Source: an optimization exercise on an open RTL-to-GDS flow (aim: small area). Production flows keep margins and buffers that such runs may drop.
In this exercise RTL edits were held to simulation tests only and were not proved equivalent to the original.

// ERM16_microprocessor
module ERM16_microprocessor (input logic init,clk,input logic [15:0] DI,output logic [15:0] ADDR_BUS,DO,output logic wrmem,ioe,intreq);
Size: ~2600 cells after synthesis, ~300 flip-flops, roughly 53 I/O pins, about 21000 um^2 of cells after synthesis.
export LEC_CHECK = 0
export ABC_AREA = 1
export CAP_MARGIN = 20
export CORE_MARGIN = 2
export CORE_UTILIZATION = 40
export CTS_BUF_LIST = sky130_fd_sc_hd__clkbuf_8
export CTS_CLUSTER_DIAMETER = 60
export CTS_CLUSTER_SIZE = 16
export SLEW_MARGIN = 20
create_clock -name core_clock -period 30.0 [get_ports {clk}]
standard.sh (not shown) runs the stock make flow with config.mk's settings and CLKGATE_MAP_FILE= SYNTH_SCRIPT=/design/flow/synth_recipe.tcl, a recipe that flattens the netlist after the stock synthesis.
==> flow/flow/run.sh <==
#!/bin/bash
# The standard layout (standard.sh, unchanged), with the input and output port buffers
# made from the smallest buffer cell instead of the flow's default. Every port still gets
# its own buffer. All of make's output goes to standard_flow.log in this folder.
set -euo pipefail
export BUFFER_PORTS_ARGS="-buffer_cell sky130_fd_sc_hd__buf_1"
bash standard.sh > standard_flow.log 2>&1
The starting point completed without violations.
Next try:
--- a/flow/design.v
+++ b/flow/design.v
@@ -107,23 +107,23 @@
     end
     assign q[15-t] = hz[t+1] & c[t+1];
     assign sel = mul | q[15-t];
     assign r = sel ? sm : s;
   end endgenerate
   assign rout = row[THI].r;
 endmodule
 module control_unit (
   input  logic [6:0] opcode, input logic clk, state_flag_bit, init,
   output logic wrmem, ioe, intreq, we3, rst, hlt, wrpc, pcen, prefix, jump, ch, ret, wrflags, seladdr,
-  output logic [2:0] jsel, output logic [4:0] func, output logic stwr,
+  output logic [2:0] jsel, output logic [4:0] func, output logic [1:0] stwr,
   output logic [1:0] spc_b);
-  localparam logic [4:0] ADD_OP=5'b00000, NOP_OP=5'b10000, CMP_OP=5'b01000, PASSB_OP=5'b11010;
+  localparam logic [4:0] ADD_OP=5'b00000, NOP_OP=5'b10000, CMP_OP=5'b01000;
   logic [5:0] c;
   logic e;
   logic [2:0] state;
   assign {c, e} = opcode;
   logic i_ldw, i_stw, i_mov, i_hlt, i_rst, i_int, i_in, i_out, i_ch, i_ret, i_cmp, i_j;
   logic c_mem, c_alu, c_jmp, c_jpos, c_jneg, c_def;
   assign i_ldw = (c == 6'd0);
   assign i_stw = (c == 6'd1);
   assign i_mov = (c == 6'd2);
   assign i_hlt = (c == 6'd3);
@@ -189,72 +189,77 @@
       if ((s3 & (i_mov | i_rst | i_cmp | c_alu | c_def)) |
           (s4 & (i_ldw | i_stw | i_out | i_int | i_ret | i_j | c_jpos | c_jneg)) |
           (s5 & (i_ch | i_in)))
         state <= 3'd0;
       else if ((s3 & i_hlt) | hlt)
         state <= 3'd7;
       else
         state <= state + 3'd1;
       if (s0) func <= NOP_OP;
       else if (s1) func <= ADD_OP;
-      else if (s3 & (c_mem | i_ret | c_jmp)) func <= NOP_OP;
-      else if (s3 & i_mov) func <= PASSB_OP;
+      else if (s3 & (c_mem | i_mov | i_ret | c_jmp)) func <= NOP_OP;
       else if (s3 & i_cmp) func <= CMP_OP;
       else if (s3 & c_alu) func <= alu_code;
       wrmem  <= s4 & i_stw;
       intreq <= s4 & i_int;
       if (s0) ioe <= 0; else if (s4 & (i_in | i_out)) ioe <= 1;
       if (s0) stwr <= 0;
-      else if (s3 & (i_mov | i_ch | c_alu)) stwr <= 0;
-      else if ((s4 & i_ldw) | (s5 & i_in)) stwr <= 1;
+      else if (s3 & i_mov) stwr <= e ? 2'd1 : 2'd2;
+      else if (s3 & (i_ch | c_alu)) stwr <= 0;
+      else if ((s4 & i_ldw) | (s5 & i_in)) stwr <= 2'd3;
       if (s0) we3 <= 0;
       else if ((s3 & (i_mov | c_alu)) | (s4 & (i_ldw | i_ch)) | (s5 & i_in)) we3 <= 1;
       if (s0) rst <= 0; else if (s3 & i_rst) rst <= 1;
       if (s0) wrpc <= 0;
       else if (s2) wrpc <= 1;
       else if (s3 & ~i_rst) wrpc <= 0;
       else if (s4 & (i_ret | i_j)) wrpc <= 1;
       else if (s4 & c_jpos) wrpc <= state_flag_bit;
       else if (s4 & c_jneg) wrpc <= ~state_flag_bit;
       else if (s5 & i_ch) wrpc <= 1;
       if (s0) prefix <= 0; else if (s3 & (i_ch | c_jmp)) prefix <= e; else if (s3 & i_ret) prefix <= 0;
       if (s0) jump <= 0; else if (s3 & (i_ch | i_ret | c_jmp)) jump <= 1;
       if (s0) ch <= 0; else if (s3 & i_ch) ch <= 1; else if (s4 & i_ch) ch <= 0;
       if (s0) hlt <= 0; else if (s3 & i_hlt) hlt <= 1;
       if (s0) ret <= 0; else if (s3 & i_ret) ret <= 1;
-      if (s0) spc_b <= 0; else if (s1) spc_b <= 2; else if (s3 & (c_alu | i_mov)) spc_b <= {1'b0, e};
+      if (s0) spc_b <= 0; else if (s1) spc_b <= 2; else if (s3 & c_alu) spc_b <= {1'b0, e};
       if (s0) wrflags <= 0; else if (s3 & (i_cmp | c_alu)) wrflags <= 1;
       if (s0) jsel <= 0; else if (s3 & c_jmp) jsel <= jcode;
       if (s0) seladdr <= 0; else if (s3 & c_mem) seladdr <= 1; else if (s4 & i_ldw) seladdr <= 0;
     end
   end
 endmodule
 module ERM16_microprocessor (input logic init,clk,input logic [15:0] DI,output logic [15:0] ADDR_BUS,DO,output logic wrmem,ioe,intreq);
   logic we3, rst, hlt, wrpc, pcen, prefix, jump, ch, ret, wrflags, seladdr, flagbit;
   logic [1:0] spc_b;
-  logic stwr;
+  logic [1:0] stwr;
   logic [4:0] func;
   logic [6:0]  q_ir;
   logic [8:0]  q_op;
   logic [15:0] RD1, RD2, a, b, imm, PC, A_ALU, B_ALU, y, WD3;
   logic bh;
   logic [2:0]  A1, A3;
   logic [5:0]  flags, flags_in;
   always_ff @(posedge clk) begin
     q_ir <= DI[15:9];
     q_op <= DI[8:0];
   end
   assign imm = {{10{q_op[5]}}, q_op[5:0]};
   assign A1  = ret ? 3'b111 : q_op[8:6];
   assign A3  = ch  ? 3'b111 : q_op[8:6];
   always_comb begin
-    WD3 = stwr ? DI : y;
+    case (stwr)
+      2'd1:    WD3 = imm;
+      2'd2:    WD3 = b;
+      2'd3:    WD3 = DI;
+      default: WD3 = y;
+    endcase
   end
   logic md_e, mul_e, sh_e;
   logic [15:0] boh, bin;
   logic b16e, bz;
   assign md_e  = (func == 5'b00010) | (func == 5'b00011) | (func == 5'b00100) | (func[4:1] == 4'b0011);
   assign mul_e = (func == 5'b00010) | (func == 5'b00110);
   assign sh_e  = (func[4:1] == 4'b0011);
   always_comb
     for (int i = 0; i < 16; i++) boh[i] = (B_ALU[15:4] == 12'd0) && (B_ALU[3:0] == 4'(i));
   assign b16e = sh_e & (B_ALU == 16'd16);
The new run passed the timing, design-rule and antenna checks.
Global-route usage went up by 0.88 points.
Register-to-register slack gets worse by 0.04 ns.
Via count came out higher by a few percent.
Wire length rises by a few percent.
Synthesized area grows slightly.
Clock skew falls by 0.0078 ns.

* * *

== the baseline ==
ERM16_microprocessor, a different RTL version from the one above (not shown whole).
For scale: roughly 290 flip-flops, about 20000 um^2 of cells after synthesis.
==> module mdu_rows, before the edit <==
module mdu_rows #(parameter int TLO = 0, THI = 15) (
  input  logic [TLO:0] rin, input logic [15-TLO:15-THI] abit, input logic [15:0] b, input logic b16, input logic mul,
  output logic [15-TLO:15-THI] q, output logic [THI+1:0] rout);
  logic [16:0] hz;    
  always_comb begin
    hz[16] = 1'b1;
    for (int k = 15; k >= 0; k--) hz[k] = hz[k+1] & ~b[k];
  end
  genvar t, k;
  generate for (t = TLO; t <= THI; t++) begin : row
    logic [t+1:0] s, yv, sm, r;
    logic [t+2:0] c;
    logic sel, m;
    assign m = abit[15-t] | ~mul;      
    assign s[0] = ~abit[15-t] & ~mul;  
    if (t == TLO) begin : f
      assign s[t+1:1] = rin;
    end else begin : n
      assign s[t+1:1] = row[t-1].r;
    end
    for (k = 0; k <= t + 1; k++) begin : bitk
      if (k < 16) begin : lo
        assign yv[k] = m & b[k];
      end else begin : hi
        assign yv[k] = m & b16;
      end
    end
    assign c[0] = 1'b0;
    for (k = 0; k <= t + 1; k++) begin : add
      assign sm[k] = s[k] ^ yv[k] ^ c[k];
      assign c[k+1] = (s[k] & yv[k]) | (s[k] & c[k]) | (yv[k] & c[k]);
    end
    assign q[15-t] = hz[t+1] & ~c[t+1];
    assign sel = mul | q[15-t];
    assign r = {sm[t+1], sel ? sm[t:0] : s[t:0]};
  end endgenerate
  assign rout = row[THI].r;
endmodule
==> module ERM16_microprocessor, before the edit <==
module ERM16_microprocessor (input logic init,clk,input logic [15:0] DI,output logic [15:0] ADDR_BUS,DO,output logic wrmem,ioe,intreq);
  logic we3, rst, hlt, wrpc, pcen, prefix, jump, ch, ret, wrflags, seladdr, flagbit;
  logic [1:0] spc_b;
  logic stwr;
  logic [4:0] func;
  logic [6:0]  q_ir;
  logic [8:0]  q_op;
  logic [15:0] RD1, RD2, a, b, imm, PC, A_ALU, B_ALU, y, WD3;
  logic bh;
  logic [2:0]  A1, A3;
  logic [5:0]  flags, flags_in;
  logic [12:0] rs;
  logic mdld;
  always_ff @(posedge clk) begin
    {q_ir, q_op[5:0]} <= mdld ? rs : {DI[15:9], DI[5:0]};
    q_op[8:6] <= DI[8:6];
  end
  assign imm = {{10{q_op[5]}}, q_op[5:0]};
  assign A1  = ret ? 3'b111 : q_op[8:6];
  assign A3  = ch  ? 3'b111 : q_op[8:6];
  always_comb begin
    WD3 = stwr ? DI : y;
  end
  logic md_e, mul_e, sh_e;
  logic [15:0] boh, bin;
  logic b16e, bz;
  assign md_e  = (func == 5'b00010) | (func == 5'b00011) | (func == 5'b00100) | (func[4:1] == 4'b0011);
  assign mul_e = (func == 5'b00010) | (func == 5'b00110);
  assign sh_e  = (func[4:1] == 4'b0011);
  always_comb
    for (int i = 0; i < 16; i++) boh[i] = (B_ALU[15:4] == 12'd0) && (B_ALU[3:0] == 4'(i));
  assign b16e = sh_e & (B_ALU == 16'd16);
  assign bin  = sh_e ? boh : B_ALU;
  logic v1, v2, m1, qs1, k1, a_stale, smul;
  logic [2:0] d1;
  logic [12:0] R;           
  logic [15:0] X;           
  logic [6:0]  rin0;
  logic [5:0]  abs;
  logic [15:10] qs;
  logic [3:0]  q3;
  logic [16:0] r3o;
  logic [15:0] mdres;
  assign smul = v1 ? m1 : mul_e;
  assign mdld = md_e | v1;
  assign R    = {q_ir, q_op[5:0]};
  assign rin0 = v1 ? R[6:0] : {7{~mul_e}};    
  assign abs  = v1 ? X[15:10] : a[15:10];
  mdu_rows #(6, 11)  mdus(.rin(rin0), .abit(abs), .b(bin), .b16(1'b0), .mul(smul), .q(qs), .rout(rs));
  mdu_rows #(12, 15) mdu3(.rin(R), .abit(X[15:12]), .b(b), .b16(bh), .mul(m1), .q(q3), .rout(r3o));
  always_ff @(posedge clk) begin
    v1 <= md_e;
    v2 <= v1 & ~rst;
    if (md_e) begin
      m1 <= mul_e; qs1 <= (func == 5'b00011) | (func == 5'b00111); k1 <= sh_e; d1 <= A3;
    end
    X <= {v1 ? X[9:0] : a[9:0], qs};
    a_stale <= (A1 == d1);
  end
  assign bz = (b == 16'd0);
  assign mdres = qs1 ? ((k1 & bz) ? 16'd0 : {X[11:0], q3}) : (r3o[15:0] ^ {16{~m1}});
  logic fwd1, rf_we;
  logic [2:0] rf_wa;
  logic [15:0] rf_wd;
  assign fwd1  = v2 & (A1 == d1);
  assign rf_we = (we3 & ~md_e) | v2;
  assign rf_wa = v2 ? d1 : A3;
  assign rf_wd = WD3;    
  reg_file regfile(.clk(clk), .rst(rst), .RA1(A1), .RA2(q_op[5:3]), .WA3(rf_wa), .WE3(rf_we), .WD3(rf_wd), .RD1(RD1), .RD2(RD2));
  always_ff @(posedge clk) begin
    if (rst) a <= 16'h0; else a <= fwd1 ? mdres : RD1;
    b <= (md_e | v1) ? bin : RD2;
    bh <= md_e ? b16e : bh;
  end
  assign A_ALU = wrflags ? a : PC;
  always_comb begin
    case (spc_b)
      2'd0:    B_ALU = b;
      2'd1:    B_ALU = imm;
      default: B_ALU = 16'd2;
    endcase
  end
  alu16 ALU(.a(A_ALU), .b(B_ALU), .func(func), .f3in(flags[3]), .md_v(v2), .md_res(mdres), .flagsout(flags_in), .y(y));
  always_ff @(posedge clk) begin
    if (rst) flags <= 6'h0;
    else if (wrflags) flags <= flags_in;
    else if (v2 & m1 & ~k1) flags[4] <= r3o[16];
    else if (v2 & m1 & k1) flags[3] <= r3o[16];
  end
  muxflags mux_Jcc(.DI(flags), .sel(jsel), .DO(flagbit));
  logic [2:0] jsel;
  always_ff @(posedge clk) begin
    if (rst) PC <= 16'h0;
    else if (pcen) PC <= jump ? (prefix ? imm : a) : y;
  end
  always_ff @(posedge clk) begin
    if (rst) ADDR_BUS <= 16'h0; else ADDR_BUS <= seladdr ? b : PC;
    if (rst) DO <= 16'h0; else if (!hlt) DO <= (v2 & a_stale) ? mdres : a;
  end
  control_unit cb(.opcode(q_ir), .clk(clk), .state_flag_bit(flagbit), .init(init),
    .wrmem(wrmem), .ioe(ioe), .intreq(intreq), .we3(we3), .rst(rst), .hlt(hlt), .wrpc(wrpc), .pcen(pcen),
    .prefix(prefix), .jump(jump), .ch(ch), .ret(ret), .wrflags(wrflags), .seladdr(seladdr),
    .jsel(jsel), .func(func), .stwr(stwr), .spc_b(spc_b));
endmodule
Settings: LEC_CHECK=0, ABC_AREA=1, CAP_MARGIN=20, CORE_MARGIN=2, CORE_UTILIZATION=55, CTS_BUF_LIST=sky130_fd_sc_hd__clkbuf_8, CTS_CLUSTER_DIAMETER=60, CTS_CLUSTER_SIZE=16, PLACE_DENSITY=0.7, SLEW_MARGIN=20; clock period 30.0 ns.
==> flow/flow/run.sh <==
#!/bin/bash
# The standard layout (standard.sh, unchanged), with two settings passed to ORFS:
# - the input and output port buffers are made from the smallest buffer cell (every port
#   still gets its own buffer);
set -euo pipefail
export BUFFER_PORTS_ARGS="-buffer_cell sky130_fd_sc_hd__buf_1"
export CTS_ARGS="-sink_clustering_enable -repair_clock_nets -sink_clustering_size 16 -sink_clustering_max_diameter 60 -buf_list sky130_fd_sc_hd__clkbuf_8 -dont_use_dummy_load"
bash standard.sh > standard_flow.log 2>&1
Input changes introduced in the candidate (baseline for comparison: the baseline):
diff --git a/flow/design.v b/flow/design.v
--- a/flow/design.v
+++ b/flow/design.v
@@ -83,35 +83,34 @@
     for (int k = 15; k >= 0; k--) hz[k] = hz[k+1] & ~b[k];
   end
   genvar t, k;
   generate for (t = TLO; t <= THI; t++) begin : row
     logic [t+1:0] s, yv, sm, r;
     logic [t+2:0] c;
-    logic sel, m;
-    assign m = abit[15-t] | ~mul;      
-    assign s[0] = ~abit[15-t] & ~mul;  
+    logic sel;
+    assign s[0] = ~mul & abit[15-t];
     if (t == TLO) begin : f
       assign s[t+1:1] = rin;
     end else begin : n
       assign s[t+1:1] = row[t-1].r;
     end
     for (k = 0; k <= t + 1; k++) begin : bitk
       if (k < 16) begin : lo
-        assign yv[k] = m & b[k];
+        assign yv[k] = mul ? (abit[15-t] & b[k]) : ~b[k];
       end else begin : hi
-        assign yv[k] = m & b16;
+        assign yv[k] = mul ? (abit[15-t] & b16) : 1'b1;
       end
     end
-    assign c[0] = 1'b0;
+    assign c[0] = ~mul;
     for (k = 0; k <= t + 1; k++) begin : add
       assign sm[k] = s[k] ^ yv[k] ^ c[k];
       assign c[k+1] = (s[k] & yv[k]) | (s[k] & c[k]) | (yv[k] & c[k]);
     end
-    assign q[15-t] = hz[t+1] & ~c[t+1];
+    assign q[15-t] = hz[t+1] & c[t+1];
     assign sel = mul | q[15-t];
-    assign r = {sm[t+1], sel ? sm[t:0] : s[t:0]};
+    assign r = sel ? sm : s;
   end endgenerate
   assign rout = row[THI].r;
 endmodule
 module control_unit (
   input  logic [6:0] opcode, input logic clk, state_flag_bit, init,
   output logic wrmem, ioe, intreq, we3, rst, hlt, wrpc, pcen, prefix, jump, ch, ret, wrflags, seladdr,
@@ -237,17 +236,15 @@
   logic [6:0]  q_ir;
   logic [8:0]  q_op;
   logic [15:0] RD1, RD2, a, b, imm, PC, A_ALU, B_ALU, y, WD3;
   logic bh;
   logic [2:0]  A1, A3;
   logic [5:0]  flags, flags_in;
-  logic [12:0] rs;
-  logic mdld;
   always_ff @(posedge clk) begin
-    {q_ir, q_op[5:0]} <= mdld ? rs : {DI[15:9], DI[5:0]};
-    q_op[8:6] <= DI[8:6];
+    q_ir <= DI[15:9];
+    q_op <= DI[8:0];
   end
   assign imm = {{10{q_op[5]}}, q_op[5:0]};
   assign A1  = ret ? 3'b111 : q_op[8:6];
   assign A3  = ch  ? 3'b111 : q_op[8:6];
   always_comb begin
     WD3 = stwr ? DI : y;
@@ -266,33 +263,33 @@
   logic [2:0] d1;
   logic [12:0] R;           
   logic [15:0] X;           
   logic [6:0]  rin0;
   logic [5:0]  abs;
   logic [15:10] qs;
+  logic [12:0] rs;
   logic [3:0]  q3;
   logic [16:0] r3o;
   logic [15:0] mdres;
   assign smul = v1 ? m1 : mul_e;
-  assign mdld = md_e | v1;
-  assign R    = {q_ir, q_op[5:0]};
-  assign rin0 = v1 ? R[6:0] : {7{~mul_e}};    
+  assign rin0 = v1 ? R[6:0] : 7'd0;
   assign abs  = v1 ? X[15:10] : a[15:10];
   mdu_rows #(6, 11)  mdus(.rin(rin0), .abit(abs), .b(bin), .b16(1'b0), .mul(smul), .q(qs), .rout(rs));
   mdu_rows #(12, 15) mdu3(.rin(R), .abit(X[15:12]), .b(b), .b16(bh), .mul(m1), .q(q3), .rout(r3o));
   always_ff @(posedge clk) begin
     v1 <= md_e;
     v2 <= v1 & ~rst;
     if (md_e) begin
       m1 <= mul_e; qs1 <= (func == 5'b00011) | (func == 5'b00111); k1 <= sh_e; d1 <= A3;
     end
+    R <= rs;
     X <= {v1 ? X[9:0] : a[9:0], qs};
     a_stale <= (A1 == d1);
   end
   assign bz = (b == 16'd0);
-  assign mdres = qs1 ? ((k1 & bz) ? 16'd0 : {X[11:0], q3}) : (r3o[15:0] ^ {16{~m1}});
+  assign mdres = qs1 ? ((k1 & bz) ? 16'd0 : {X[11:0], q3}) : r3o[15:0];
   logic fwd1, rf_we;
   logic [2:0] rf_wa;
   logic [15:0] rf_wd;
   assign fwd1  = v2 & (A1 == d1);
   assign rf_we = (we3 & ~md_e) | v2;
   assign rf_wa = v2 ? d1 : A3;
## What came out
Between the baseline and the candidate, final routed wirelength across all metal layers is higher for the baseline, the candidate comes in under that.
The launching element of the worst setup path comes out cb.func[1] in one run and m1 in the other, namely in the baseline and the candidate respectively.
Diff the baseline -> the candidate: share of final layout cell area taken by clock buffers and inverters was more or less identical; cell area went up by about 2.7%.
Delta (the candidate minus the baseline): total die area increased 3.4%; number of remaining DRC errors shows no meaningful change; data arrival time of the worst path now smaller.

## re-timing with driven ports
The results above use ideal ports. As a check the final layouts listed here were re-extracted and re-timed, cells and wires unchanged. Step 1, drivers: a clkbuf_16 drives clk and a buf_2 each remaining input, both assumed. Step 2 moves the port delays by t, midway between the first and last clock arrival at a register: inputs arrive t later, outputs are due t later. That takes back most of the time a late clock gives input paths. Slacks: no drivers / after step 1 / after step 2; pairs: no drivers / after step 1.
run | shift t [ns] | setup WS [ns] | slew at the worst register clock pin (ns) | cell pins on the clock port's net
the first run of note 1 | 0.736 | 2.289 / 2.289 / 2.289 | 0.11 / 0.11 | 1
the second run of note 1 | 0.708 | 2.244 / 2.244 / 2.244 | 0.11 / 0.11 | 1
the baseline | 0.670 | 1.878 / 1.878 / 1.878 | 0.11 / 0.11 | 1
the candidate | 0.669 | 2.744 / 2.744 / 2.744 | 0.11 / 0.11 | 1
After both steps setup and hold are still met in every run listed.
